Context: an optimization exercise on an open-source flow, tuned for small area and a short achievable clock period. The choices shown serve that exercise and are no tape-out recipe.
Function was checked by simulation only, so behaviour that the tests miss may differ from the original.
No activity file was given, so power comes from the tool's default toggle rates.

[design/flow/run.sh]
#!/bin/bash
# synth_recipe.tcl (not shown) runs the flow's synth.tcl, then flattens the netlist and writes it again
# the make line also repeats each setting of config.mk as NAME=value (left out here)
make -C /OpenROAD-flow-scripts/flow DESIGN_CONFIG=/design/flow/config.mk WORK_HOME=/design/flow/orfs CLKGATE_MAP_FILE= SYNTH_SCRIPT=/design/flow/synth_recipe.tcl finish
[design/flow/config.mk]
export PLATFORM = sky130hd
export DESIGN_NAME = gg_deblock_filter_top
export DESIGN_NICKNAME = gg_deblock_filter_top
export VERILOG_FILES = /design/flow/design.v
export SDC_FILE = /design/flow/constraint.sdc
export NUM_CORES = 4
export LEC_CHECK = 0
export ABC_AREA = 1
export CAP_MARGIN = 20
export CORE_MARGIN = 2
export CORE_UTILIZATION = 30
export PLACE_DENSITY = 0.35
export SLEW_MARGIN = 20
[design/flow/constraint.sdc]
create_clock -name core_clock -period 27.0 [get_ports {clk}]
set_input_delay 5.4000 -clock core_clock [delete_from_list [all_inputs] [get_ports {clk}]]
set_output_delay 5.4000 -clock core_clock [all_outputs]
set_load 0.01 [all_outputs]
[design/flow/design.v]
`timescale 1ns / 1ps
module gg_deblock_stage1
(
    input  logic [0:3][0:15][7:0] blki,
    input  logic [0:2][41:0]      thr,
    input  logic [0:2][0:1]       is4,
    input  logic [0:2][0:1]       is13,
    output logic [0:3][4:0]       vflg,
    output logic [0:3][28:0]      vunc
);
    genvar ii;
    generate
        for (ii = 0; ii < 4; ii++) begin : g_v
            gg_deblock_dec _dec (
                .thr ( thr[0] ), .is4 ( is4[0][ii/2] ), .is13 ( is13[0][ii/2] ),
                .pi ( { blki[2][3+4*ii], blki[2][2+4*ii], blki[2][1+4*ii], blki[2][0+4*ii] } ),
                .qi ( { blki[3][0+4*ii], blki[3][1+4*ii], blki[3][2+4*ii], blki[3][3+4*ii] } ),
                .flags ( vflg[ii] )
            );
            gg_deblock_unc _unc (
                .pi ( { blki[2][3+4*ii], blki[2][2+4*ii], blki[2][1+4*ii], blki[2][0+4*ii] } ),
                .qi ( { blki[3][0+4*ii], blki[3][1+4*ii], blki[3][2+4*ii], blki[3][3+4*ii] } ),
                .unc ( vunc[ii] )
            );
        end
    endgenerate
endmodule
module gg_deblock_stage2
(
    input  logic [0:3][0:15][7:0] blki,
    output logic [0:3][0:15][7:0] blkm,    
    input  logic [0:2][41:0]      thr,
    input  logic [0:2][0:1][14:0] tcs,
    input  logic [0:2][0:1]       is4,
    input  logic [0:2][0:1]       is13,
    input  logic                  ch_flag,
    input  logic [0:3][4:0]       vflg,
    input  logic [0:3][28:0]      vunc,
    output logic [0:7][4:0]       hflg,
    output logic [0:7][17:0]      hclp
);
    logic [0:15][7:0] cur_blk;
    logic [0:15][7:0] lef_blk;
    assign blkm[0] = blki[0];
    assign blkm[1] = blki[1];
    assign blkm[2] = lef_blk;
    assign blkm[3] = cur_blk;
    genvar ii;
    generate
        for (ii = 0; ii < 4; ii++) begin : g_v
            gg_deblock_dp #(.MODE(3)) _dp (
                .ch_flag ( ch_flag ), .tcs ( tcs[0][ii/2] ), .flags ( vflg[ii] ), .clp ( 18'd0 ), .unc ( vunc[ii] ),
                .pi ( { blki[2][3+4*ii], blki[2][2+4*ii], blki[2][1+4*ii], blki[2][0+4*ii] } ),
                .qi ( { blki[3][0+4*ii], blki[3][1+4*ii], blki[3][2+4*ii], blki[3][3+4*ii] } ),
                .po ( { lef_blk[3+4*ii], lef_blk[2+4*ii], lef_blk[1+4*ii], lef_blk[0+4*ii] } ),
                .qo ( { cur_blk[0+4*ii], cur_blk[1+4*ii], cur_blk[2+4*ii], cur_blk[3+4*ii] } )
            );
        end
        for (ii = 0; ii < 4; ii++) begin : g_h
            gg_deblock_dec _dec1 (
                .thr ( thr[1] ), .is4 ( is4[1][ii/2] ), .is13 ( is13[1][ii/2] ),
                .pi ( { blki[0][3*4+ii], blki[0][2*4+ii], blki[0][1*4+ii], blki[0][0*4+ii] } ),
                .qi ( { lef_blk[0*4+ii], lef_blk[1*4+ii], lef_blk[2*4+ii], lef_blk[3*4+ii] } ),
                .flags ( hflg[ii] )
            );
            gg_deblock_clip _clp1 (
                .ch_flag ( ch_flag ), .tcs ( tcs[1][ii/2] ), .flags ( hflg[ii] ),
                .pi ( { blki[0][3*4+ii], blki[0][2*4+ii], blki[0][1*4+ii], blki[0][0*4+ii] } ),
                .qi ( { lef_blk[0*4+ii], lef_blk[1*4+ii], lef_blk[2*4+ii], lef_blk[3*4+ii] } ),
                .clp ( hclp[ii] )
            );
            gg_deblock_dec _dec2 (
                .thr ( thr[2] ), .is4 ( is4[2][ii/2] ), .is13 ( is13[2][ii/2] ),
                .pi ( { blki[1][3*4+ii], blki[1][2*4+ii], blki[1][1*4+ii], blki[1][0*4+ii] } ),
                .qi ( { cur_blk[0*4+ii], cur_blk[1*4+ii], cur_blk[2*4+ii], cur_blk[3*4+ii] } ),
                .flags ( hflg[4+ii] )
            );
            gg_deblock_clip _clp2 (
                .ch_flag ( ch_flag ), .tcs ( tcs[2][ii/2] ), .flags ( hflg[4+ii] ),
                .pi ( { blki[1][3*4+ii], blki[1][2*4+ii], blki[1][1*4+ii], blki[1][0*4+ii] } ),
                .qi ( { cur_blk[0*4+ii], cur_blk[1*4+ii], cur_blk[2*4+ii], cur_blk[3*4+ii] } ),
                .clp ( hclp[4+ii] )
            );
        end
    endgenerate
endmodule
module gg_deblock_stage3
(
    input  logic [0:3][0:15][7:0] blkm,
    output logic [0:3][0:15][7:0] blko,
    input  logic [1:2][0:1][14:0] tcs,
    input  logic                  ch_flag,
    input  logic [0:7][4:0]       hflg,
    input  logic [0:7][17:0]      hclp
);
    genvar ii;
    generate
        for (ii = 0; ii < 4; ii++) begin : g_h
            gg_deblock_dp #(.MODE(2)) _dp1 (
                .ch_flag ( ch_flag ), .tcs ( tcs[1][ii/2] ), .flags ( hflg[ii] ), .clp ( hclp[ii] ), .unc ( 29'd0 ),
                .pi ( { blkm[0][3*4+ii], blkm[0][2*4+ii], blkm[0][1*4+ii], blkm[0][0*4+ii] } ),
                .qi ( { blkm[2][0*4+ii], blkm[2][1*4+ii], blkm[2][2*4+ii], blkm[2][3*4+ii] } ),
                .po ( { blko[0][3*4+ii], blko[0][2*4+ii], blko[0][1*4+ii], blko[0][0*4+ii] } ),
                .qo ( { blko[2][0*4+ii], blko[2][1*4+ii], blko[2][2*4+ii], blko[2][3*4+ii] } )
            );
            gg_deblock_dp #(.MODE(2)) _dp2 (
                .ch_flag ( ch_flag ), .tcs ( tcs[2][ii/2] ), .flags ( hflg[4+ii] ), .clp ( hclp[4+ii] ), .unc ( 29'd0 ),
                .pi ( { blkm[1][3*4+ii], blkm[1][2*4+ii], blkm[1][1*4+ii], blkm[1][0*4+ii] } ),
                .qi ( { blkm[3][0*4+ii], blkm[3][1*4+ii], blkm[3][2*4+ii], blkm[3][3*4+ii] } ),
                .po ( { blko[1][3*4+ii], blko[1][2*4+ii], blko[1][1*4+ii], blko[1][0*4+ii] } ),
                .qo ( { blko[3][0*4+ii], blko[3][1*4+ii], blko[3][2*4+ii], blko[3][3*4+ii] } )
            );
        end
    endgenerate
endmodule
module gg_deblock_index
(
    input  logic [0:3][5:0] qpz,
    input  logic [4:0] FilterOffsetA,
    input  logic [4:0] FilterOffsetB,
    input  logic ch_flag,
    output logic [0:2][6:0] tA,      
    output logic [0:2][6:0] tB
);
    function automatic logic [5:0] qpc(input logic [5:0] i);
        case (i)
            6'd0: qpc = 6'd0;
            6'd1: qpc = 6'd1;
            6'd2: qpc = 6'd2;
            6'd3: qpc = 6'd3;
            6'd4: qpc = 6'd4;
            6'd5: qpc = 6'd5;
            6'd6: qpc = 6'd6;
            6'd7: qpc = 6'd7;
            6'd8: qpc = 6'd8;
            6'd9: qpc = 6'd9;
            6'd10: qpc = 6'd10;
            6'd11: qpc = 6'd11;
            6'd12: qpc = 6'd12;
            6'd13: qpc = 6'd13;
            6'd14: qpc = 6'd14;
            6'd15: qpc = 6'd15;
            6'd16: qpc = 6'd16;
            6'd17: qpc = 6'd17;
            6'd18: qpc = 6'd18;
            6'd19: qpc = 6'd19;
            6'd20: qpc = 6'd20;
            6'd21: qpc = 6'd21;
            6'd22: qpc = 6'd22;
            6'd23: qpc = 6'd23;
            6'd24: qpc = 6'd24;
            6'd25: qpc = 6'd25;
            6'd26: qpc = 6'd26;
            6'd27: qpc = 6'd27;
            6'd28: qpc = 6'd28;
            6'd29: qpc = 6'd29;
            6'd30: qpc = 6'd29;
            6'd31: qpc = 6'd30;
            6'd32: qpc = 6'd31;
            6'd33: qpc = 6'd32;
            6'd34: qpc = 6'd32;
            6'd35: qpc = 6'd33;
            6'd36: qpc = 6'd34;
            6'd37: qpc = 6'd34;
            6'd38: qpc = 6'd35;
            6'd39: qpc = 6'd35;
            6'd40: qpc = 6'd36;
            6'd41: qpc = 6'd36;
            6'd42: qpc = 6'd37;
            6'd43: qpc = 6'd37;
            6'd44: qpc = 6'd37;
            6'd45: qpc = 6'd38;
            6'd46: qpc = 6'd38;
            6'd47: qpc = 6'd38;
            6'd48: qpc = 6'd39;
            6'd49: qpc = 6'd39;
            6'd50: qpc = 6'd39;
            6'd51: qpc = 6'd39;
            default: qpc = 6'd39;
        endcase
    endfunction
    function automatic logic [6:0] qsum(input logic [5:0] qa, input logic [5:0] qb, input logic [4:0] ofs);
        logic [7:0] a, b, c, s, cy, t;
        a = {2'b00, qa};
        b = {2'b00, qb};
        c = {ofs[4], ofs[4], ofs[4:0], 1'b1};         
        s  = a ^ b ^ c;
        cy = {(a[6:0] & b[6:0]) | (a[6:0] & c[6:0]) | (b[6:0] & c[6:0]), 1'b0};
        t = s + cy;
        qsum = t[7:1];
    endfunction
    logic [5:0] qa [0:3];
    always_comb begin
        for (int b = 0; b < 4; b++) qa[b] = ch_flag ? qpc(qpz[b]) : qpz[b];
        tA[0] = qsum(qa[2], qa[3], FilterOffsetA);  tB[0] = qsum(qa[2], qa[3], FilterOffsetB);
        tA[1] = qsum(qa[0], qa[2], FilterOffsetA);  tB[1] = qsum(qa[0], qa[2], FilterOffsetB);
        tA[2] = qsum(qa[1], qa[3], FilterOffsetA);  tB[2] = qsum(qa[1], qa[3], FilterOffsetB);
    end
endmodule
module gg_deblock_params
(
    input  logic [0:2][6:0] tA,
    input  logic [0:2][6:0] tB,
    input  logic [0:2][0:1][2:0] bs,
    output logic [0:2][41:0]      thr,
    output logic [0:2][0:1][14:0] tcs,
    output logic [0:2][0:1]       is4,
    output logic [0:2][0:1]       is13
);
    function automatic logic [7:0] alpha_f(input logic [5:0] i);
        case (i)
            6'd0: alpha_f = 8'd0;
            6'd1: alpha_f = 8'd0;
            6'd2: alpha_f = 8'd0;
            6'd3: alpha_f = 8'd0;
            6'd4: alpha_f = 8'd0;
            6'd5: alpha_f = 8'd0;
            6'd6: alpha_f = 8'd0;
            6'd7: alpha_f = 8'd0;
            6'd8: alpha_f = 8'd0;
            6'd9: alpha_f = 8'd0;
            6'd10: alpha_f = 8'd0;
            6'd11: alpha_f = 8'd0;
            6'd12: alpha_f = 8'd0;
            6'd13: alpha_f = 8'd0;
            6'd14: alpha_f = 8'd0;
            6'd15: alpha_f = 8'd0;
            6'd16: alpha_f = 8'd4;
            6'd17: alpha_f = 8'd4;
            6'd18: alpha_f = 8'd5;
            6'd19: alpha_f = 8'd6;
            6'd20: alpha_f = 8'd7;
            6'd21: alpha_f = 8'd8;
            6'd22: alpha_f = 8'd9;
            6'd23: alpha_f = 8'd10;
            6'd24: alpha_f = 8'd12;
            6'd25: alpha_f = 8'd13;
            6'd26: alpha_f = 8'd15;
            6'd27: alpha_f = 8'd17;
            6'd28: alpha_f = 8'd20;
            6'd29: alpha_f = 8'd22;
            6'd30: alpha_f = 8'd25;
            6'd31: alpha_f = 8'd28;
            6'd32: alpha_f = 8'd32;
            6'd33: alpha_f = 8'd36;
            6'd34: alpha_f = 8'd40;
            6'd35: alpha_f = 8'd45;
            6'd36: alpha_f = 8'd50;
            6'd37: alpha_f = 8'd56;
            6'd38: alpha_f = 8'd63;
            6'd39: alpha_f = 8'd71;
            6'd40: alpha_f = 8'd80;
            6'd41: alpha_f = 8'd90;
            6'd42: alpha_f = 8'd101;
            6'd43: alpha_f = 8'd113;
            6'd44: alpha_f = 8'd127;
            6'd45: alpha_f = 8'd144;
            6'd46: alpha_f = 8'd162;
            6'd47: alpha_f = 8'd182;
            6'd48: alpha_f = 8'd203;
            6'd49: alpha_f = 8'd226;
            6'd50: alpha_f = 8'd255;
            6'd51: alpha_f = 8'd255;
            default: alpha_f = 8'd255;
        endcase
    endfunction
    function automatic logic [7:0] alpha_m1_f(input logic [5:0] i);
        case (i)
            6'd0: alpha_m1_f = 8'd0;
            6'd1: alpha_m1_f = 8'd0;
            6'd2: alpha_m1_f = 8'd0;
            6'd3: alpha_m1_f = 8'd0;
            6'd4: alpha_m1_f = 8'd0;
            6'd5: alpha_m1_f = 8'd0;
            6'd6: alpha_m1_f = 8'd0;
            6'd7: alpha_m1_f = 8'd0;
            6'd8: alpha_m1_f = 8'd0;
            6'd9: alpha_m1_f = 8'd0;
            6'd10: alpha_m1_f = 8'd0;
            6'd11: alpha_m1_f = 8'd0;
            6'd12: alpha_m1_f = 8'd0;
            6'd13: alpha_m1_f = 8'd0;
            6'd14: alpha_m1_f = 8'd0;
            6'd15: alpha_m1_f = 8'd0;
            6'd16: alpha_m1_f = 8'd3;
            6'd17: alpha_m1_f = 8'd3;
            6'd18: alpha_m1_f = 8'd4;
            6'd19: alpha_m1_f = 8'd5;
            6'd20: alpha_m1_f = 8'd6;
            6'd21: alpha_m1_f = 8'd7;
            6'd22: alpha_m1_f = 8'd8;
            6'd23: alpha_m1_f = 8'd9;
            6'd24: alpha_m1_f = 8'd11;
            6'd25: alpha_m1_f = 8'd12;
            6'd26: alpha_m1_f = 8'd14;
            6'd27: alpha_m1_f = 8'd16;
            6'd28: alpha_m1_f = 8'd19;
            6'd29: alpha_m1_f = 8'd21;
            6'd30: alpha_m1_f = 8'd24;
            6'd31: alpha_m1_f = 8'd27;
            6'd32: alpha_m1_f = 8'd31;
            6'd33: alpha_m1_f = 8'd35;
            6'd34: alpha_m1_f = 8'd39;
            6'd35: alpha_m1_f = 8'd44;
            6'd36: alpha_m1_f = 8'd49;
            6'd37: alpha_m1_f = 8'd55;
            6'd38: alpha_m1_f = 8'd62;
            6'd39: alpha_m1_f = 8'd70;
            6'd40: alpha_m1_f = 8'd79;
            6'd41: alpha_m1_f = 8'd89;
            6'd42: alpha_m1_f = 8'd100;
            6'd43: alpha_m1_f = 8'd112;
            6'd44: alpha_m1_f = 8'd126;
            6'd45: alpha_m1_f = 8'd143;
            6'd46: alpha_m1_f = 8'd161;
            6'd47: alpha_m1_f = 8'd181;
            6'd48: alpha_m1_f = 8'd202;
            6'd49: alpha_m1_f = 8'd225;
            6'd50: alpha_m1_f = 8'd254;
            6'd51: alpha_m1_f = 8'd254;
            default: alpha_m1_f = 8'd254;
        endcase
    endfunction
    function automatic logic [6:0] alpha4_f(input logic [5:0] i);
        case (i)
            6'd0: alpha4_f = 7'd2;
            6'd1: alpha4_f = 7'd2;
            6'd2: alpha4_f = 7'd2;
            6'd3: alpha4_f = 7'd2;
            6'd4: alpha4_f = 7'd2;
            6'd5: alpha4_f = 7'd2;
            6'd6: alpha4_f = 7'd2;
            6'd7: alpha4_f = 7'd2;
            6'd8: alpha4_f = 7'd2;
            6'd9: alpha4_f = 7'd2;
            6'd10: alpha4_f = 7'd2;
            6'd11: alpha4_f = 7'd2;
            6'd12: alpha4_f = 7'd2;
            6'd13: alpha4_f = 7'd2;
            6'd14: alpha4_f = 7'd2;
            6'd15: alpha4_f = 7'd2;
            6'd16: alpha4_f = 7'd3;
            6'd17: alpha4_f = 7'd3;
            6'd18: alpha4_f = 7'd3;
            6'd19: alpha4_f = 7'd3;
            6'd20: alpha4_f = 7'd3;
            6'd21: alpha4_f = 7'd4;
            6'd22: alpha4_f = 7'd4;
            6'd23: alpha4_f = 7'd4;
            6'd24: alpha4_f = 7'd5;
            6'd25: alpha4_f = 7'd5;
            6'd26: alpha4_f = 7'd5;
            6'd27: alpha4_f = 7'd6;
            6'd28: alpha4_f = 7'd7;
            6'd29: alpha4_f = 7'd7;
            6'd30: alpha4_f = 7'd8;
            6'd31: alpha4_f = 7'd9;
            6'd32: alpha4_f = 7'd10;
            6'd33: alpha4_f = 7'd11;
            6'd34: alpha4_f = 7'd12;
            6'd35: alpha4_f = 7'd13;
            6'd36: alpha4_f = 7'd14;
            6'd37: alpha4_f = 7'd16;
            6'd38: alpha4_f = 7'd17;
            6'd39: alpha4_f = 7'd19;
            6'd40: alpha4_f = 7'd22;
            6'd41: alpha4_f = 7'd24;
            6'd42: alpha4_f = 7'd27;
            6'd43: alpha4_f = 7'd30;
            6'd44: alpha4_f = 7'd33;
            6'd45: alpha4_f = 7'd38;
            6'd46: alpha4_f = 7'd42;
            6'd47: alpha4_f = 7'd47;
            6'd48: alpha4_f = 7'd52;
            6'd49: alpha4_f = 7'd58;
            6'd50: alpha4_f = 7'd65;
            6'd51: alpha4_f = 7'd65;
            default: alpha4_f = 7'd65;
        endcase
    endfunction
    function automatic logic [6:0] alpha4_m1_f(input logic [5:0] i);
        case (i)
            6'd0: alpha4_m1_f = 7'd1;
            6'd1: alpha4_m1_f = 7'd1;
            6'd2: alpha4_m1_f = 7'd1;
            6'd3: alpha4_m1_f = 7'd1;
            6'd4: alpha4_m1_f = 7'd1;
            6'd5: alpha4_m1_f = 7'd1;
            6'd6: alpha4_m1_f = 7'd1;
            6'd7: alpha4_m1_f = 7'd1;
            6'd8: alpha4_m1_f = 7'd1;
            6'd9: alpha4_m1_f = 7'd1;
            6'd10: alpha4_m1_f = 7'd1;
            6'd11: alpha4_m1_f = 7'd1;
            6'd12: alpha4_m1_f = 7'd1;
            6'd13: alpha4_m1_f = 7'd1;
            6'd14: alpha4_m1_f = 7'd1;
            6'd15: alpha4_m1_f = 7'd1;
            6'd16: alpha4_m1_f = 7'd2;
            6'd17: alpha4_m1_f = 7'd2;
            6'd18: alpha4_m1_f = 7'd2;
            6'd19: alpha4_m1_f = 7'd2;
            6'd20: alpha4_m1_f = 7'd2;
            6'd21: alpha4_m1_f = 7'd3;
            6'd22: alpha4_m1_f = 7'd3;
            6'd23: alpha4_m1_f = 7'd3;
            6'd24: alpha4_m1_f = 7'd4;
            6'd25: alpha4_m1_f = 7'd4;
            6'd26: alpha4_m1_f = 7'd4;
            6'd27: alpha4_m1_f = 7'd5;
            6'd28: alpha4_m1_f = 7'd6;
            6'd29: alpha4_m1_f = 7'd6;
            6'd30: alpha4_m1_f = 7'd7;
            6'd31: alpha4_m1_f = 7'd8;
            6'd32: alpha4_m1_f = 7'd9;
            6'd33: alpha4_m1_f = 7'd10;
            6'd34: alpha4_m1_f = 7'd11;
            6'd35: alpha4_m1_f = 7'd12;
            6'd36: alpha4_m1_f = 7'd13;
            6'd37: alpha4_m1_f = 7'd15;
            6'd38: alpha4_m1_f = 7'd16;
            6'd39: alpha4_m1_f = 7'd18;
            6'd40: alpha4_m1_f = 7'd21;
            6'd41: alpha4_m1_f = 7'd23;
            6'd42: alpha4_m1_f = 7'd26;
            6'd43: alpha4_m1_f = 7'd29;
            6'd44: alpha4_m1_f = 7'd32;
            6'd45: alpha4_m1_f = 7'd37;
            6'd46: alpha4_m1_f = 7'd41;
            6'd47: alpha4_m1_f = 7'd46;
            6'd48: alpha4_m1_f = 7'd51;
            6'd49: alpha4_m1_f = 7'd57;
            6'd50: alpha4_m1_f = 7'd64;
            6'd51: alpha4_m1_f = 7'd64;
            default: alpha4_m1_f = 7'd64;
        endcase
    endfunction
    function automatic logic [4:0] beta_f(input logic [5:0] i);
        case (i)
            6'd0: beta_f = 5'd0;
            6'd1: beta_f = 5'd0;
            6'd2: beta_f = 5'd0;
            6'd3: beta_f = 5'd0;
            6'd4: beta_f = 5'd0;
            6'd5: beta_f = 5'd0;
            6'd6: beta_f = 5'd0;
            6'd7: beta_f = 5'd0;
            6'd8: beta_f = 5'd0;
            6'd9: beta_f = 5'd0;
            6'd10: beta_f = 5'd0;
            6'd11: beta_f = 5'd0;
            6'd12: beta_f = 5'd0;
            6'd13: beta_f = 5'd0;
            6'd14: beta_f = 5'd0;
            6'd15: beta_f = 5'd0;
            6'd16: beta_f = 5'd2;
            6'd17: beta_f = 5'd2;
            6'd18: beta_f = 5'd2;
            6'd19: beta_f = 5'd3;
            6'd20: beta_f = 5'd3;
            6'd21: beta_f = 5'd3;
            6'd22: beta_f = 5'd3;
            6'd23: beta_f = 5'd4;
            6'd24: beta_f = 5'd4;
            6'd25: beta_f = 5'd4;
            6'd26: beta_f = 5'd6;
            6'd27: beta_f = 5'd6;
            6'd28: beta_f = 5'd7;
            6'd29: beta_f = 5'd7;
            6'd30: beta_f = 5'd8;
            6'd31: beta_f = 5'd8;
            6'd32: beta_f = 5'd9;
            6'd33: beta_f = 5'd9;
            6'd34: beta_f = 5'd10;
            6'd35: beta_f = 5'd10;
            6'd36: beta_f = 5'd11;
            6'd37: beta_f = 5'd11;
            6'd38: beta_f = 5'd12;
            6'd39: beta_f = 5'd12;
            6'd40: beta_f = 5'd13;
            6'd41: beta_f = 5'd13;
            6'd42: beta_f = 5'd14;
            6'd43: beta_f = 5'd14;
            6'd44: beta_f = 5'd15;
            6'd45: beta_f = 5'd15;
            6'd46: beta_f = 5'd16;
            6'd47: beta_f = 5'd16;
            6'd48: beta_f = 5'd17;
            6'd49: beta_f = 5'd17;
            6'd50: beta_f = 5'd18;
            6'd51: beta_f = 5'd18;
            default: beta_f = 5'd18;
        endcase
    endfunction
    function automatic logic [4:0] beta_m1_f(input logic [5:0] i);
        case (i)
            6'd0: beta_m1_f = 5'd0;
            6'd1: beta_m1_f = 5'd0;
            6'd2: beta_m1_f = 5'd0;
            6'd3: beta_m1_f = 5'd0;
            6'd4: beta_m1_f = 5'd0;
            6'd5: beta_m1_f = 5'd0;
            6'd6: beta_m1_f = 5'd0;
            6'd7: beta_m1_f = 5'd0;
            6'd8: beta_m1_f = 5'd0;
            6'd9: beta_m1_f = 5'd0;
            6'd10: beta_m1_f = 5'd0;
            6'd11: beta_m1_f = 5'd0;
            6'd12: beta_m1_f = 5'd0;
            6'd13: beta_m1_f = 5'd0;
            6'd14: beta_m1_f = 5'd0;
            6'd15: beta_m1_f = 5'd0;
            6'd16: beta_m1_f = 5'd1;
            6'd17: beta_m1_f = 5'd1;
            6'd18: beta_m1_f = 5'd1;
            6'd19: beta_m1_f = 5'd2;
            6'd20: beta_m1_f = 5'd2;
            6'd21: beta_m1_f = 5'd2;
            6'd22: beta_m1_f = 5'd2;
            6'd23: beta_m1_f = 5'd3;
            6'd24: beta_m1_f = 5'd3;
            6'd25: beta_m1_f = 5'd3;
            6'd26: beta_m1_f = 5'd5;
            6'd27: beta_m1_f = 5'd5;
            6'd28: beta_m1_f = 5'd6;
            6'd29: beta_m1_f = 5'd6;
            6'd30: beta_m1_f = 5'd7;
            6'd31: beta_m1_f = 5'd7;
            6'd32: beta_m1_f = 5'd8;
            6'd33: beta_m1_f = 5'd8;
            6'd34: beta_m1_f = 5'd9;
            6'd35: beta_m1_f = 5'd9;
            6'd36: beta_m1_f = 5'd10;
            6'd37: beta_m1_f = 5'd10;
            6'd38: beta_m1_f = 5'd11;
            6'd39: beta_m1_f = 5'd11;
            6'd40: beta_m1_f = 5'd12;
            6'd41: beta_m1_f = 5'd12;
            6'd42: beta_m1_f = 5'd13;
            6'd43: beta_m1_f = 5'd13;
            6'd44: beta_m1_f = 5'd14;
            6'd45: beta_m1_f = 5'd14;
            6'd46: beta_m1_f = 5'd15;
            6'd47: beta_m1_f = 5'd15;
            6'd48: beta_m1_f = 5'd16;
            6'd49: beta_m1_f = 5'd16;
            6'd50: beta_m1_f = 5'd17;
            6'd51: beta_m1_f = 5'd17;
            default: beta_m1_f = 5'd17;
        endcase
    endfunction
    function automatic logic [4:0] tc0_r0_f(input logic [5:0] i);
        case (i)
            6'd0: tc0_r0_f = 5'd0;
            6'd1: tc0_r0_f = 5'd0;
            6'd2: tc0_r0_f = 5'd0;
            6'd3: tc0_r0_f = 5'd0;
            6'd4: tc0_r0_f = 5'd0;
            6'd5: tc0_r0_f = 5'd0;
            6'd6: tc0_r0_f = 5'd0;
            6'd7: tc0_r0_f = 5'd0;
            6'd8: tc0_r0_f = 5'd0;
            6'd9: tc0_r0_f = 5'd0;
            6'd10: tc0_r0_f = 5'd0;
            6'd11: tc0_r0_f = 5'd0;
            6'd12: tc0_r0_f = 5'd0;
            6'd13: tc0_r0_f = 5'd0;
            6'd14: tc0_r0_f = 5'd0;
            6'd15: tc0_r0_f = 5'd0;
            6'd16: tc0_r0_f = 5'd0;
            6'd17: tc0_r0_f = 5'd0;
            6'd18: tc0_r0_f = 5'd0;
            6'd19: tc0_r0_f = 5'd0;
            6'd20: tc0_r0_f = 5'd0;
            6'd21: tc0_r0_f = 5'd0;
            6'd22: tc0_r0_f = 5'd0;
            6'd23: tc0_r0_f = 5'd1;
            6'd24: tc0_r0_f = 5'd1;
            6'd25: tc0_r0_f = 5'd1;
            6'd26: tc0_r0_f = 5'd1;
            6'd27: tc0_r0_f = 5'd1;
            6'd28: tc0_r0_f = 5'd1;
            6'd29: tc0_r0_f = 5'd1;
            6'd30: tc0_r0_f = 5'd1;
            6'd31: tc0_r0_f = 5'd1;
            6'd32: tc0_r0_f = 5'd1;
            6'd33: tc0_r0_f = 5'd2;
            6'd34: tc0_r0_f = 5'd2;
            6'd35: tc0_r0_f = 5'd2;
            6'd36: tc0_r0_f = 5'd2;
            6'd37: tc0_r0_f = 5'd3;
            6'd38: tc0_r0_f = 5'd3;
            6'd39: tc0_r0_f = 5'd3;
            6'd40: tc0_r0_f = 5'd4;
            6'd41: tc0_r0_f = 5'd4;
            6'd42: tc0_r0_f = 5'd4;
            6'd43: tc0_r0_f = 5'd5;
            6'd44: tc0_r0_f = 5'd6;
            6'd45: tc0_r0_f = 5'd6;
            6'd46: tc0_r0_f = 5'd7;
            6'd47: tc0_r0_f = 5'd8;
            6'd48: tc0_r0_f = 5'd9;
            6'd49: tc0_r0_f = 5'd10;
            6'd50: tc0_r0_f = 5'd11;
            6'd51: tc0_r0_f = 5'd13;
            default: tc0_r0_f = 5'd13;
        endcase
    endfunction
    function automatic logic [4:0] tc0_r1_f(input logic [5:0] i);
        case (i)
            6'd0: tc0_r1_f = 5'd0;
            6'd1: tc0_r1_f = 5'd0;
            6'd2: tc0_r1_f = 5'd0;
            6'd3: tc0_r1_f = 5'd0;
            6'd4: tc0_r1_f = 5'd0;
            6'd5: tc0_r1_f = 5'd0;
            6'd6: tc0_r1_f = 5'd0;
            6'd7: tc0_r1_f = 5'd0;
            6'd8: tc0_r1_f = 5'd0;
            6'd9: tc0_r1_f = 5'd0;
            6'd10: tc0_r1_f = 5'd0;
            6'd11: tc0_r1_f = 5'd0;
            6'd12: tc0_r1_f = 5'd0;
            6'd13: tc0_r1_f = 5'd0;
            6'd14: tc0_r1_f = 5'd0;
            6'd15: tc0_r1_f = 5'd0;
            6'd16: tc0_r1_f = 5'd0;
            6'd17: tc0_r1_f = 5'd0;
            6'd18: tc0_r1_f = 5'd0;
            6'd19: tc0_r1_f = 5'd0;
            6'd20: tc0_r1_f = 5'd0;
            6'd21: tc0_r1_f = 5'd1;
            6'd22: tc0_r1_f = 5'd1;
            6'd23: tc0_r1_f = 5'd1;
            6'd24: tc0_r1_f = 5'd1;
            6'd25: tc0_r1_f = 5'd1;
            6'd26: tc0_r1_f = 5'd1;
            6'd27: tc0_r1_f = 5'd1;
            6'd28: tc0_r1_f = 5'd1;
            6'd29: tc0_r1_f = 5'd1;
            6'd30: tc0_r1_f = 5'd1;
            6'd31: tc0_r1_f = 5'd2;
            6'd32: tc0_r1_f = 5'd2;
            6'd33: tc0_r1_f = 5'd2;
            6'd34: tc0_r1_f = 5'd2;
            6'd35: tc0_r1_f = 5'd3;
            6'd36: tc0_r1_f = 5'd3;
            6'd37: tc0_r1_f = 5'd3;
            6'd38: tc0_r1_f = 5'd4;
            6'd39: tc0_r1_f = 5'd4;
            6'd40: tc0_r1_f = 5'd5;
            6'd41: tc0_r1_f = 5'd5;
            6'd42: tc0_r1_f = 5'd6;
            6'd43: tc0_r1_f = 5'd7;
            6'd44: tc0_r1_f = 5'd8;
            6'd45: tc0_r1_f = 5'd8;
            6'd46: tc0_r1_f = 5'd10;
            6'd47: tc0_r1_f = 5'd11;
            6'd48: tc0_r1_f = 5'd12;
            6'd49: tc0_r1_f = 5'd13;
            6'd50: tc0_r1_f = 5'd15;
            6'd51: tc0_r1_f = 5'd17;
            default: tc0_r1_f = 5'd17;
        endcase
    endfunction
    function automatic logic [4:0] tc0_r2_f(input logic [5:0] i);
        case (i)
            6'd0: tc0_r2_f = 5'd0;
            6'd1: tc0_r2_f = 5'd0;
            6'd2: tc0_r2_f = 5'd0;
            6'd3: tc0_r2_f = 5'd0;
            6'd4: tc0_r2_f = 5'd0;
            6'd5: tc0_r2_f = 5'd0;
            6'd6: tc0_r2_f = 5'd0;
            6'd7: tc0_r2_f = 5'd0;
            6'd8: tc0_r2_f = 5'd0;
            6'd9: tc0_r2_f = 5'd0;
            6'd10: tc0_r2_f = 5'd0;
            6'd11: tc0_r2_f = 5'd0;
            6'd12: tc0_r2_f = 5'd0;
            6'd13: tc0_r2_f = 5'd0;
            6'd14: tc0_r2_f = 5'd0;
            6'd15: tc0_r2_f = 5'd0;
            6'd16: tc0_r2_f = 5'd0;
            6'd17: tc0_r2_f = 5'd1;
            6'd18: tc0_r2_f = 5'd1;
            6'd19: tc0_r2_f = 5'd1;
            6'd20: tc0_r2_f = 5'd1;
            6'd21: tc0_r2_f = 5'd1;
            6'd22: tc0_r2_f = 5'd1;
            6'd23: tc0_r2_f = 5'd1;
            6'd24: tc0_r2_f = 5'd1;
            6'd25: tc0_r2_f = 5'd1;
            6'd26: tc0_r2_f = 5'd1;
            6'd27: tc0_r2_f = 5'd2;
            6'd28: tc0_r2_f = 5'd2;
            6'd29: tc0_r2_f = 5'd2;
            6'd30: tc0_r2_f = 5'd2;
            6'd31: tc0_r2_f = 5'd3;
            6'd32: tc0_r2_f = 5'd3;
            6'd33: tc0_r2_f = 5'd3;
            6'd34: tc0_r2_f = 5'd4;
            6'd35: tc0_r2_f = 5'd4;
            6'd36: tc0_r2_f = 5'd4;
            6'd37: tc0_r2_f = 5'd5;
            6'd38: tc0_r2_f = 5'd6;
            6'd39: tc0_r2_f = 5'd6;
            6'd40: tc0_r2_f = 5'd7;
            6'd41: tc0_r2_f = 5'd8;
            6'd42: tc0_r2_f = 5'd9;
            6'd43: tc0_r2_f = 5'd10;
            6'd44: tc0_r2_f = 5'd11;
            6'd45: tc0_r2_f = 5'd13;
            6'd46: tc0_r2_f = 5'd14;
            6'd47: tc0_r2_f = 5'd16;
            6'd48: tc0_r2_f = 5'd18;
            6'd49: tc0_r2_f = 5'd20;
            6'd50: tc0_r2_f = 5'd23;
            6'd51: tc0_r2_f = 5'd25;
            default: tc0_r2_f = 5'd25;
        endcase
    endfunction
    function automatic logic [5:0] clip_idx(input logic [6:0] t);
        clip_idx = t[6] ? 6'd0 : (t[5:0] > 6'd51) ? 6'd51 : t[5:0];
    endfunction
    function automatic logic [14:0] tcs_f(input logic [1:0] r, input logic [5:0] i);
        logic [4:0] v;
        v = (r == 2'd1) ? tc0_r1_f(i) : (r == 2'd2) ? tc0_r2_f(i) : tc0_r0_f(i);
        tcs_f = { v, v + 5'd1, v + 5'd2 };
    endfunction
    logic [5:0] idxA, idxB;
    logic [1:0] r0, r1;
    always_comb begin
        for (int e = 0; e < 3; e++) begin
            idxA = clip_idx(tA[e]);
            idxB = clip_idx(tB[e]);
            thr[e] = { alpha_f(idxA), alpha_m1_f(idxA), 1'b0, alpha4_f(idxA), 1'b0, alpha4_m1_f(idxA),
                       beta_f(idxB), beta_m1_f(idxB) };
            r0 = (bs[e][0] == 3'd3) ? 2'd2 : 2'd0;
            r1 = (bs[e][0] == 3'd0 && bs[e][1] == 3'd2) ? 2'd1 : (bs[e][1] == 3'd3) ? 2'd2 : 2'd0;
            tcs[e][0] = tcs_f(r0, idxA);
            tcs[e][1] = tcs_f(r1, idxA);
            for (int h = 0; h < 2; h++) begin
                is4[e][h]  = bs[e][h] == 3'd4;
                is13[e][h] = bs[e][h] != 3'd4 && bs[e][h] != 3'd0;
            end
        end
    end
endmodule
module gg_deblock_dec
(
    input  logic [41:0] thr,
    input  logic is4,
    input  logic is13,
    input  logic [0:3][7:0] pi,
    input  logic [0:3][7:0] qi,
    output logic [4:0] flags
);
    function automatic logic absd_lt5(input logic [7:0] a, input logic [7:0] b,
                                      input logic [4:0] t, input logic [4:0] t_m1);
        logic [5:0] d;
        logic eq, up, dn, pos, neg;
        d  = {1'b0, a[4:0]} - {1'b0, b[4:0]};           
        eq = a[7:5] == b[7:5];
        up = {1'b0, a[7:5]} == {1'b0, b[7:5]} + 4'd1;
        dn = {1'b0, a[7:5]} + 4'd1 == {1'b0, b[7:5]};
        pos = d[5] ? up : eq;                           
        neg = d[5] ? eq : dn;                           
        absd_lt5 = (pos && (d[4:0] < t)) || (neg && (~d[4:0] < t_m1));
    endfunction
    logic [7:0] alpha, alpha_m1;
    logic [6:0] alpha4, alpha4_m1;
    logic [4:0] beta, beta_m1;
    logic [8:0] d0;
    logic [7:0] m8;
    logic [6:0] m7;
    logic f, ap1, aq1, ap2, aq2, pq_a, pq_a4;
    always_comb begin
        alpha     = thr[41:34];
        alpha_m1  = thr[33:26];
        alpha4    = thr[24:18];
        alpha4_m1 = thr[16:10];
        beta      = thr[9:5];
        beta_m1   = thr[4:0];
        d0  = {1'b0, qi[0]} - {1'b0, pi[0]};
        m8  = d0[7:0] ^ {8{d0[8]}};
        m7  = m8[6:0];
        pq_a  = d0[8] ? (m8 < alpha_m1) : (m8 < alpha);
        pq_a4 = (d0[8:7] == {2{d0[8]}}) && (d0[8] ? (m7 < alpha4_m1) : (m7 < alpha4));
        ap1   = absd_lt5(pi[1], pi[0], beta, beta_m1);
        aq1   = absd_lt5(qi[1], qi[0], beta, beta_m1);
        ap2   = absd_lt5(pi[2], pi[0], beta, beta_m1);
        aq2   = absd_lt5(qi[2], qi[0], beta, beta_m1);
        f = pq_a & ap1 & aq1;
        flags = { f & is4, f & is13, ap2, aq2, pq_a4 };
    end
endmodule
module gg_deblock_dp
#(
    parameter int MODE = 0
)
(
    input  logic ch_flag,
    input  logic [14:0] tcs,         
    input  logic [4:0] flags,
    input  logic [17:0] clp,         
    input  logic [28:0] unc,         
    input  logic [0:3][7:0] pi,
    input  logic [0:3][7:0] qi,
    output logic [0:3][7:0] po,
    output logic [0:3][7:0] qo
);
    function automatic logic [11:0] csa_s(input logic [11:0] a, input logic [11:0] b, input logic [11:0] c);
        csa_s = a ^ b ^ c;
    endfunction
    function automatic logic [11:0] csa_c(input logic [11:0] a, input logic [11:0] b, input logic [11:0] c);
        csa_c = ((a & b) | (a & c) | (b & c)) << 1;
    endfunction
    logic [11:0] p0, p1, p2, p3, q0, q1, q2, q3;
    assign p0 = {4'd0, pi[0]};  assign p1 = {4'd0, pi[1]};  assign p2 = {4'd0, pi[2]};  assign p3 = {4'd0, pi[3]};
    assign q0 = {4'd0, qi[0]};  assign q1 = {4'd0, qi[1]};  assign q2 = {4'd0, qi[2]};  assign q3 = {4'd0, qi[3]};
    logic str_en, nrm_en, ap2, aq2, sm, pstr, qstr;
    logic [4:0] tc0, tc;
    logic [11:0] ts, tcy, tqs, tqcy;                  
    logic [11:0] a1, b1, a2, b2, a3, b3;
    logic [11:0] dnum, ynum, yqnum, X, Xq, p1d, q1d;
    logic [11:0] C2, Cq2, p0f, q0f, p2f, q2f, p0cf, q0cf;
    logic [8:0] dsh;
    logic hi, lo, p1neg, q1neg, p1big, q1big;
    logic [5:0] dclip, k1, k1q;
    logic [7:0] p0n, q0n, p1n, q1n;
    always_comb begin
        { str_en, nrm_en, ap2, aq2, sm } = flags;
        pstr = ap2 & sm & !ch_flag;
        qstr = aq2 & sm & !ch_flag;
        tc0 = tcs[14:10];
        tc  = ch_flag ? tcs[9:5] : (ap2 & aq2) ? tcs[4:0] : (ap2 | aq2) ? tcs[9:5] : tcs[14:10];
        a1 = csa_s((q0 << 2) | 12'd3, (~p0 << 2) | 12'd3, p1);  b1 = csa_c((q0 << 2) | 12'd3, (~p0 << 2) | 12'd3, p1);
        a2 = csa_s(a1, b1 | 12'd1, ~q1);  b2 = csa_c(a1, b1 | 12'd1, ~q1);
        dnum = a2 + (b2 | 12'd1) + 12'd1;
        dsh = (MODE == 3) ? unc[28:20] : dnum[11:3];
        hi = !dsh[8] && (dsh[7:0] > {3'd0, tc});
        lo =  dsh[8] && (~dsh[7:0] >= {3'd0, tc});
        if (MODE == 1) begin
            a1 = csa_s((p0 << 2) | 12'd3, (q0 << 2) | 12'd1, p1);  b1 = csa_c((p0 << 2) | 12'd3, (q0 << 2) | 12'd1, p1);
            a2 = csa_s(a1, b1 | 12'd1, ~q1);  b2 = csa_c(a1, b1 | 12'd1, ~q1);
            ynum = a2 + b2;
            a1 = csa_s((p0 << 2) | 12'd3, q0 << 2, q1);  b1 = csa_c((p0 << 2) | 12'd3, q0 << 2, q1);
            a2 = csa_s(a1, b1 | 12'd1, ~p1);  b2 = csa_c(a1, b1 | 12'd1, ~p1);
            yqnum = a2 + b2;
            p0n = hi ? pi[0] + {3'd0, tc} : lo ? pi[0] - {3'd0, tc} : ynum[10:3];
            q0n = hi ? qi[0] - {3'd0, tc} : lo ? qi[0] + {3'd0, tc} : yqnum[10:3];
        end else begin
            ynum = 12'd0;
            yqnum = 12'd0;
            dclip = (MODE == 2) ? clp[17:12] : hi ? {1'b0, tc} : lo ? (6'd0 - {1'b0, tc}) : dsh[5:0];
            p0n = pi[0] + {{2{dclip[5]}}, dclip};
            q0n = qi[0] - {{2{dclip[5]}}, dclip};
        end
        X   = csa_s((p2 << 1) | 12'd1, p0, q0) + csa_c((p2 << 1) | 12'd1, p0, q0);
        Xq  = csa_s((q2 << 1) | 12'd1, p0, q0) + csa_c((q2 << 1) | 12'd1, p0, q0);
        a1 = csa_s((p2 << 1) | 12'd1, p0, q0);  b1 = csa_c((p2 << 1) | 12'd1, p0, q0);
        a2 = csa_s(a1, b1 | 12'd1, (~p1 << 2) | 12'd3);  b2 = csa_c(a1, b1 | 12'd1, (~p1 << 2) | 12'd3);
        p1d = a2 + b2;
        a1 = csa_s((q2 << 1) | 12'd1, p0, q0);  b1 = csa_c((q2 << 1) | 12'd1, p0, q0);
        a2 = csa_s(a1, b1 | 12'd1, (~q1 << 2) | 12'd3);  b2 = csa_c(a1, b1 | 12'd1, (~q1 << 2) | 12'd3);
        q1d = a2 + b2;
        if (MODE == 3) begin
            p1d = {unc[19:10], 2'b00};
            q1d = {unc[9:0], 2'b00};
        end
        p1neg = p1d[11];
        q1neg = q1d[11];
        p1big = p1d[10:2] > {4'd0, tc0};
        q1big = q1d[10:2] > {4'd0, tc0};
        if (MODE == 1) begin
            p1n = p1neg ? pi[1] - {3'd0, tc0} : p1big ? pi[1] + {3'd0, tc0} : X[9:2];
            q1n = q1neg ? qi[1] - {3'd0, tc0} : q1big ? qi[1] + {3'd0, tc0} : Xq[9:2];
        end else begin
            k1  = (MODE == 2) ? clp[11:6] : p1neg ? (6'd0 - {1'b0, tc0}) : p1big ? {1'b0, tc0} : p1d[7:2];
            k1q = (MODE == 2) ? clp[5:0]  : q1neg ? (6'd0 - {1'b0, tc0}) : q1big ? {1'b0, tc0} : q1d[7:2];
            p1n = pi[1] + {{2{k1[5]}}, k1};
            q1n = qi[1] + {{2{k1q[5]}}, k1q};
        end
        ts   = csa_s(p1, p0, q0);  tcy  = csa_c(p1, p0, q0);
        tqs  = csa_s(q1, p0, q0);  tqcy = csa_c(q1, p0, q0);
        C2  = csa_s(ts, tcy | 12'd1, p2) + (csa_c(ts, tcy | 12'd1, p2) | 12'd1);
        Cq2 = csa_s(tqs, tqcy | 12'd1, q2) + (csa_c(tqs, tqcy | 12'd1, q2) | 12'd1);
        a1 = csa_s(p2, q1, (ts << 1) | 12'd1);  b1 = csa_c(p2, q1, (ts << 1) | 12'd1);
        a2 = csa_s(a1, b1 | 12'd1, (tcy << 1) | 12'd2);  b2 = csa_c(a1, b1 | 12'd1, (tcy << 1) | 12'd2);
        p0f = a2 + b2;
        a1 = csa_s(q2, p1, (tqs << 1) | 12'd1);  b1 = csa_c(q2, p1, (tqs << 1) | 12'd1);
        a2 = csa_s(a1, b1 | 12'd1, (tqcy << 1) | 12'd2);  b2 = csa_c(a1, b1 | 12'd1, (tqcy << 1) | 12'd2);
        q0f = a2 + b2;
        a1 = csa_s((p3 << 1) | 12'd1, (p2 << 1) | 12'd1, p2);  b1 = csa_c((p3 << 1) | 12'd1, (p2 << 1) | 12'd1, p2);
        a2 = csa_s(a1, b1 | 12'd1, ts);  b2 = csa_c(a1, b1 | 12'd1, ts);
        a3 = csa_s(a2, b2 | 12'd1, tcy);  b3 = csa_c(a2, b2 | 12'd1, tcy);
        p2f = a3 + b3;
        a1 = csa_s((q3 << 1) | 12'd1, (q2 << 1) | 12'd1, q2);  b1 = csa_c((q3 << 1) | 12'd1, (q2 << 1) | 12'd1, q2);
        a2 = csa_s(a1, b1 | 12'd1, tqs);  b2 = csa_c(a1, b1 | 12'd1, tqs);
        a3 = csa_s(a2, b2 | 12'd1, tqcy);  b3 = csa_c(a2, b2 | 12'd1, tqcy);
        q2f = a3 + b3;
        p0cf = csa_s((p1 << 1) | 12'd1, p0, q1) + (csa_c((p1 << 1) | 12'd1, p0, q1) | 12'd1);
        q0cf = csa_s((q1 << 1) | 12'd1, q0, p1) + (csa_c((q1 << 1) | 12'd1, q0, p1) | 12'd1);
        po = pi;
        qo = qi;
        if (str_en) begin
            if (pstr) begin
                po[0] = p0f[10:3]; po[1] = C2[9:2]; po[2] = p2f[10:3];
            end else
                po[0] = p0cf[9:2];
            if (qstr) begin
                qo[0] = q0f[10:3]; qo[1] = Cq2[9:2]; qo[2] = q2f[10:3];
            end else
                qo[0] = q0cf[9:2];
        end else if (nrm_en) begin
            po[0] = p0n;
            qo[0] = q0n;
            if (ap2 && !ch_flag) po[1] = p1n;
            if (aq2 && !ch_flag) qo[1] = q1n;
        end
    end
endmodule
module gg_deblock_clip
(
    input  logic ch_flag,
    input  logic [14:0] tcs,         
    input  logic [4:0] flags,
    input  logic [0:3][7:0] pi,
    input  logic [0:3][7:0] qi,
    output logic [17:0] clp
);
    function automatic logic [11:0] csa_s(input logic [11:0] a, input logic [11:0] b, input logic [11:0] c);
        csa_s = a ^ b ^ c;
    endfunction
    function automatic logic [11:0] csa_c(input logic [11:0] a, input logic [11:0] b, input logic [11:0] c);
        csa_c = ((a & b) | (a & c) | (b & c)) << 1;
    endfunction
    logic [11:0] p0, p1, p2, q0, q1, q2;
    assign p0 = {4'd0, pi[0]};  assign p1 = {4'd0, pi[1]};  assign p2 = {4'd0, pi[2]};
    assign q0 = {4'd0, qi[0]};  assign q1 = {4'd0, qi[1]};  assign q2 = {4'd0, qi[2]};
    logic ap2, aq2;
    logic [4:0] tc0, tc;
    logic [11:0] a1, b1, a2, b2, dnum, p1d, q1d;
    logic [8:0] dsh;
    logic hi, lo;
    always_comb begin
        ap2 = flags[2];
        aq2 = flags[1];
        tc0 = tcs[14:10];
        tc  = ch_flag ? tcs[9:5] : (ap2 & aq2) ? tcs[4:0] : (ap2 | aq2) ? tcs[9:5] : tcs[14:10];
        a1 = csa_s((q0 << 2) | 12'd3, (~p0 << 2) | 12'd3, p1);  b1 = csa_c((q0 << 2) | 12'd3, (~p0 << 2) | 12'd3, p1);
        a2 = csa_s(a1, b1 | 12'd1, ~q1);  b2 = csa_c(a1, b1 | 12'd1, ~q1);
        dnum = a2 + (b2 | 12'd1) + 12'd1;
        dsh = dnum[11:3];
        a1 = csa_s((p2 << 1) | 12'd1, p0, q0);  b1 = csa_c((p2 << 1) | 12'd1, p0, q0);
        a2 = csa_s(a1, b1 | 12'd1, (~p1 << 2) | 12'd3);  b2 = csa_c(a1, b1 | 12'd1, (~p1 << 2) | 12'd3);
        p1d = a2 + b2;
        a1 = csa_s((q2 << 1) | 12'd1, p0, q0);  b1 = csa_c((q2 << 1) | 12'd1, p0, q0);
        a2 = csa_s(a1, b1 | 12'd1, (~q1 << 2) | 12'd3);  b2 = csa_c(a1, b1 | 12'd1, (~q1 << 2) | 12'd3);
        q1d = a2 + b2;
        hi = !dsh[8] && (dsh[7:0] > {3'd0, tc});
        lo =  dsh[8] && (~dsh[7:0] >= {3'd0, tc});
        clp[17:12] = hi ? {1'b0, tc} : lo ? (6'd0 - {1'b0, tc}) : dsh[5:0];
        clp[11:6]  = p1d[11] ? (6'd0 - {1'b0, tc0}) : (p1d[10:2] > {4'd0, tc0}) ? {1'b0, tc0} : p1d[7:2];
        clp[5:0]   = q1d[11] ? (6'd0 - {1'b0, tc0}) : (q1d[10:2] > {4'd0, tc0}) ? {1'b0, tc0} : q1d[7:2];
    end
endmodule
module gg_deblock_unc
(
    input  logic [0:3][7:0] pi,
    input  logic [0:3][7:0] qi,
    output logic [28:0] unc
);
    function automatic logic [11:0] csa_s(input logic [11:0] a, input logic [11:0] b, input logic [11:0] c);
        csa_s = a ^ b ^ c;
    endfunction
    function automatic logic [11:0] csa_c(input logic [11:0] a, input logic [11:0] b, input logic [11:0] c);
        csa_c = ((a & b) | (a & c) | (b & c)) << 1;
    endfunction
    logic [11:0] p0, p1, p2, q0, q1, q2;
    assign p0 = {4'd0, pi[0]};  assign p1 = {4'd0, pi[1]};  assign p2 = {4'd0, pi[2]};
    assign q0 = {4'd0, qi[0]};  assign q1 = {4'd0, qi[1]};  assign q2 = {4'd0, qi[2]};
    logic [11:0] a1, b1, a2, b2, dnum, p1d, q1d;
    always_comb begin
        a1 = csa_s((q0 << 2) | 12'd3, (~p0 << 2) | 12'd3, p1);  b1 = csa_c((q0 << 2) | 12'd3, (~p0 << 2) | 12'd3, p1);
        a2 = csa_s(a1, b1 | 12'd1, ~q1);  b2 = csa_c(a1, b1 | 12'd1, ~q1);
        dnum = a2 + (b2 | 12'd1) + 12'd1;
        a1 = csa_s((p2 << 1) | 12'd1, p0, q0);  b1 = csa_c((p2 << 1) | 12'd1, p0, q0);
        a2 = csa_s(a1, b1 | 12'd1, (~p1 << 2) | 12'd3);  b2 = csa_c(a1, b1 | 12'd1, (~p1 << 2) | 12'd3);
        p1d = a2 + b2;
        a1 = csa_s((q2 << 1) | 12'd1, p0, q0);  b1 = csa_c((q2 << 1) | 12'd1, p0, q0);
        a2 = csa_s(a1, b1 | 12'd1, (~q1 << 2) | 12'd3);  b2 = csa_c(a1, b1 | 12'd1, (~q1 << 2) | 12'd3);
        q1d = a2 + b2;
        unc = { dnum[11:3], p1d[11:2], q1d[11:2] };
    end
endmodule
`timescale 1ns / 1ps
module gg_deblock_filter_top (
    input  logic         clk,
    input  logic [511:0] blki_d,
    input  logic [17:0]  bs_d,
    input  logic [23:0]  qpz_d,
    input  logic [4:0]   FilterOffsetA_d,
    input  logic [4:0]   FilterOffsetB_d,
    input  logic         ch_flag_d,
    output logic [511:0] blko_q
);
    logic [0:3][0:15][7:0] blki_w;
    logic [0:3][5:0]       qpz_w;
    logic [0:2][0:1][2:0]  bs_w;
    logic [0:2][6:0]       tA_w, tB_w;
    logic [0:2][41:0]      thr_w;
    logic [0:2][0:1][14:0] tcs_w;
    logic [0:2][0:1]       is4_w, is13_w;
    logic [0:3][4:0]       vflg_w;
    logic [0:3][28:0]      vunc_w;
    assign blki_w = blki_d;
    assign qpz_w  = qpz_d;
    assign bs_w   = bs_d;
    gg_deblock_index _idx (
        .qpz(qpz_w), .FilterOffsetA(FilterOffsetA_d), .FilterOffsetB(FilterOffsetB_d),
        .ch_flag(ch_flag_d), .tA(tA_w), .tB(tB_w)
    );
    gg_deblock_params _par1 (
        .tA(tA_w), .tB(tB_w), .bs(bs_w),
        .thr(thr_w), .tcs(tcs_w), .is4(is4_w), .is13(is13_w)
    );
    gg_deblock_stage1 _st1 (
        .blki ( blki_w ), .thr ( thr_w ), .is4 ( is4_w ), .is13 ( is13_w ), .vflg ( vflg_w ), .vunc ( vunc_w )
    );
    logic [0:3][0:15][7:0] blki;
    logic [0:2][6:0]       tA, tB;
    logic [0:2][0:1][2:0]  bs;
    logic                  ch_flag;
    logic [0:3][4:0]       vflg;
    logic [0:1][14:0]      tcs0;
    logic [0:3][28:0]      vunc;
    always_ff @(posedge clk) begin
        blki    <= blki_d;
        tA      <= tA_w;
        tB      <= tB_w;
        bs      <= bs_d;
        ch_flag <= ch_flag_d;
        vflg    <= vflg_w;
        tcs0    <= tcs_w[0];
        vunc    <= vunc_w;
    end
    logic [0:2][41:0]      thr;
    logic [0:2][0:1][14:0] tcs, tcs_s2;
    logic [0:2][0:1]       is4, is13;
    logic [0:3][0:15][7:0] blkm_w;
    logic [0:7][4:0]       hflg_w;
    logic [0:7][17:0]      hclp_w;
    gg_deblock_params _par2 (
        .tA(tA), .tB(tB), .bs(bs),
        .thr(thr), .tcs(tcs), .is4(is4), .is13(is13)
    );
    assign tcs_s2 = { tcs0, tcs[1], tcs[2] };
    gg_deblock_stage2 _st2 (
        .blki ( blki ), .blkm ( blkm_w ),
        .thr ( thr ), .tcs ( tcs_s2 ), .is4 ( is4 ), .is13 ( is13 ),
        .ch_flag ( ch_flag ), .vflg ( vflg ), .vunc ( vunc ), .hflg ( hflg_w ), .hclp ( hclp_w )
    );
    logic [0:3][0:15][7:0] blkm;
    logic [0:7][4:0]       hflg;
    logic [0:7][17:0]      hclp;
    logic [1:2][0:1][14:0] tcs_h;
    logic                  ch_flag_h;
    always_ff @(posedge clk) begin
        blkm      <= blkm_w;
        hflg      <= hflg_w;
        hclp      <= hclp_w;
        tcs_h     <= tcs[1:2];
        ch_flag_h <= ch_flag;
    end
    logic [0:3][0:15][7:0] blko;
    gg_deblock_stage3 _st3 (
        .blkm ( blkm ), .blko ( blko ), .tcs ( tcs_h ), .ch_flag ( ch_flag_h ),
        .hflg ( hflg ), .hclp ( hclp )
    );
    assign blko_q = blko;
endmodule
==> impl_metrics.yaml <==
outcome:
  run_status: "timing/DRC/antenna clean"
power:
  p_int_mw: 8.76
  power.leakage_nw: 111
  swShare_pct: 52.0
  clkPwrFrac_pct: 17.0
  power_frac_seq_pct: 16.2
  p_sw_mw: 9.49
  p_comb_share_pct: 66.8
  peakVddDrop_uv: 62.3
  p_per_area_nw_per_um2: 81.7
placed_design:
  placed_area_um2: 216000
  dp_hpwl_um: 766000
  io_buffer_count: 1077
  gp_congestion: 0.909
logic_synthesis:
  ys_types: 97
  synth_top_area_share_pct: 21.1
  netlist_area_um2: 193000
  avgSynthCellArea_um2: 7.91
  synth_warnings: 9
  yosysSeqAreaShare_pct: 14.7
  syn_nets: 30200
  synthCells: 24400
  synth_top_area_cell: "fa_1"
  synth_edf_count: 0
  synth_area_leaders: "fa_1, ha_1, dfxtp_1"
  async_reset_ff_share_pct: 0
  synth_ff_type: "dfxtp_1"
  synth-seq-cells: 1414
cells_and_area:
  fillerInstances: 67800
  finalCoreUtilization_pct: 34.9
  final_cell_mix: "inv_1, nand2_1, ha_1"
  nets: 31400
  drive_gt1_share_pct: 4.23
  final_area_um2: 223000
  layout_commonest_cell: "inv_1"
  seq_area_um2: 28300
  layout-area-overhead-vs-synth_pct: 15.7
  multiInputGateArea_um2: 144000
flow_run:
  drv_cap: 0
die:
  rows: 294
  die-area_um2: 650000
  fp.dieW_um: 806
  die_h_um: 806
  core-area_um2: 641000
  initial_core_util_pct: 30.1
  pin_count: 1078
routing:
  drc: 0
  vias_per_cell: 4.79
  first_iter_violations: 11600
  first_pass_iters: 5
  wl_per_cell_um: 25.8
  wl_um: 892000
  ant_nets: 0
  vias: 166000
sta:
  period_share_pct: 46.8
  slew_violations: 0
  worst_pin_slew_ns: 1.32
  fin_crit_ns: 12.65
  finClkSkew_ns: 0.0901
  fmax_mhz: 79.1
  rsz0062_at_grt: "false"
  finalSetupViolations: 0
  tns_ns: 0
  holdWs_ns: 0.294
  finalHoldViolations: 0
  slew_headroom_pct: 11.3
worst_setup_path:
  cpMostUsedCell: "a21oi_1"
  crit_arrival_ns: 13.56
  critPathKind: "input pin to register"
  crit_family: "compound AO/OA/AOI/OAI gates"
  critical_path_depth: 32
  r2r_slack_ns: 16.48
  crit_slowest_cell: "clkdlybuf4s50_1"
  cp.required_ns: 27.91
  crit_buf_inv: 4
  reg2reg_depth: 49
  crit_path_start_kind: "input pin"
  reg2reg_from: "ch_flag"
  r2r_end: "hclp[69]"
  cp_max_fo: 14
  cpPeakStageDelay_ns: 0.81
  crit_path_end_kind: "register"
clock_tree:
  cts_made_buffers: 211
  clock-sinks: 1414
  cts-root-buf: "clkbuf_16"
  h-tree-depth: 4
  post_cts_buffers: 0
  cts_resized: 0
  hold_buffers: 0
  clock_latency_ns: 1.05
  clk_pin_slew_worst_paths_ns: 0.06
  cts_tree: "yes"
  clockBufferDepth: 4
global_routing:
  grt_max_degree: 61
  grt_pass1_vias: 164000
  antenna_found_initial: 249
  grt_usage_pct: 26.9
  overflow: 0
  grt_pass1_wl_um: 1250000
min_path:
  hold_depth: 0
  min_from: "blki[353]"
  min_to: "blkm[353]"
  min_path_type: "register to register"
-- cell usage after synthesis, drive strengths merged (155+ instances only) --
master	number
inv	5073
nand2	3320
ha	3118
nor2	2322
fa	2040
o21ai	1630
a21oi	1618
dfxtp	1414
xor2	692
nand3	481
xnor2	403
nor3	226
clkbuf	212
a211oi	182
buf	169
o211ai	168
o21bai	155
-- power groups by stage --
stage | logic (mW) | clock network, mW | registers [mW]
6_report | 12.2 | 3.11 | 2.95
3_5_place_dp | 12.1 | 0 | 3.00
2_1_floorplan | 8.48 | 0 | 2.70
3_3_place_gp | 12.1 | 0 | 3.01
5_1_grt | 14.0 | 3.27 | 2.99
4_1_cts | 12.2 | 3.22 | 2.96
-- metal layers --
layer / global-route usage (%) / routed length [µm]
met5: 0 / 408
met4: 6.09 / 21600
met3: 3.74 / 49200
met2: 41.6 / 385000
met1: 39.4 / 436000
-- worst reg2reg max path: cells and delay by family (launching register included) --
kind | cells | cell delay [ns]
and+or+nand+nor | 22 | 3.09
AOI/OAI and AO/OA | 14 | 3.43
buffers and inverters | 7 | 0.96
xor gates and xnor gates | 1 | 0.19
DFF | 1 | 0.72
adders and majority gates | 5 | 2.00
-- registers in the layout, indices dropped and copies added (netlist names) --
name,cells
tA,14
hflg,40
blki,512
blkm,512
vflg,20
vunc,116
hclp,144
tcs0,28
tB,14
ch_flag_h,1
bs,12
ch_flag,1
-- final cells by class --
class / instances / share of cell area (%)
repair buffers: 1408 / 5.93
diodes: 154 / 0.172
inverters: 5109 / 8.59
flip-flops and latches: 1414 / 12.7
well taps: 8584 / 4.81
clock buffers: 269 / 2.63
clock inverters: 117 / 0.722
multi-input cells: 17500 / 64.5
-- stage by stage --
step,worst slack (ns),std cells,power [mW]
floorplan,15.98,24400,11.2
global placement,13.48,34000,15.1
detailed placement,13.51,34000,15.1
CTS,14.59,34400,18.4
global route,13.89,34500,20.3
finish,14.35,34600,18.3
-- kinds of logic after synthesis --
logic type      synth area share [%]
simple gates                    14.2
compound gates                  13.7
flops                           14.7
fa+ha+maj                       41.3
xor+xnor                        4.97
mux                            0.111
buf+inv                         11.0
-- worst max-delay path by stage --
stage | from | end
6_report | ch_flag_d | vflg[14]
5_1_grt | ch_flag_d | vflg[14]
4_1_cts | ch_flag_d | vflg[14]
3_5_place_dp | ch_flag_d | vflg[14]
3_3_place_gp | ch_flag_d | vflg[14]
2_1_floorplan | qpz_d[6] | vflg[4]

==> what the ideal ports hide <==
In the flow no input, the clock included, has a driving cell. The finished layout below was timed again as built, in two steps. Step 1 sets driving cells, clkbuf_16 on the clock port and buf_2 on the other inputs (assumed; they add their load-dependent delay and slew). Step 2 adds t to the input delays and takes it off the output delays; t is the mean of the earliest and latest rising clock arrival at the registers after step 1. Input paths then give back, and output paths get back, about the clock's delay inside the block. Three values: no drivers, after step 1, after step 2; two values: the first two.
shift t [ns]: 1.133
setup WS [ns]: 14.351 / 14.459 / 13.326
worst setup path at the end: input to register
worst data-port slew with drivers (ns): 0.34
After both steps setup and hold are still met in this run. For this run, drivers alone change the setup slack by +0.108 ns; drivers and shift together by -1.025 ns.
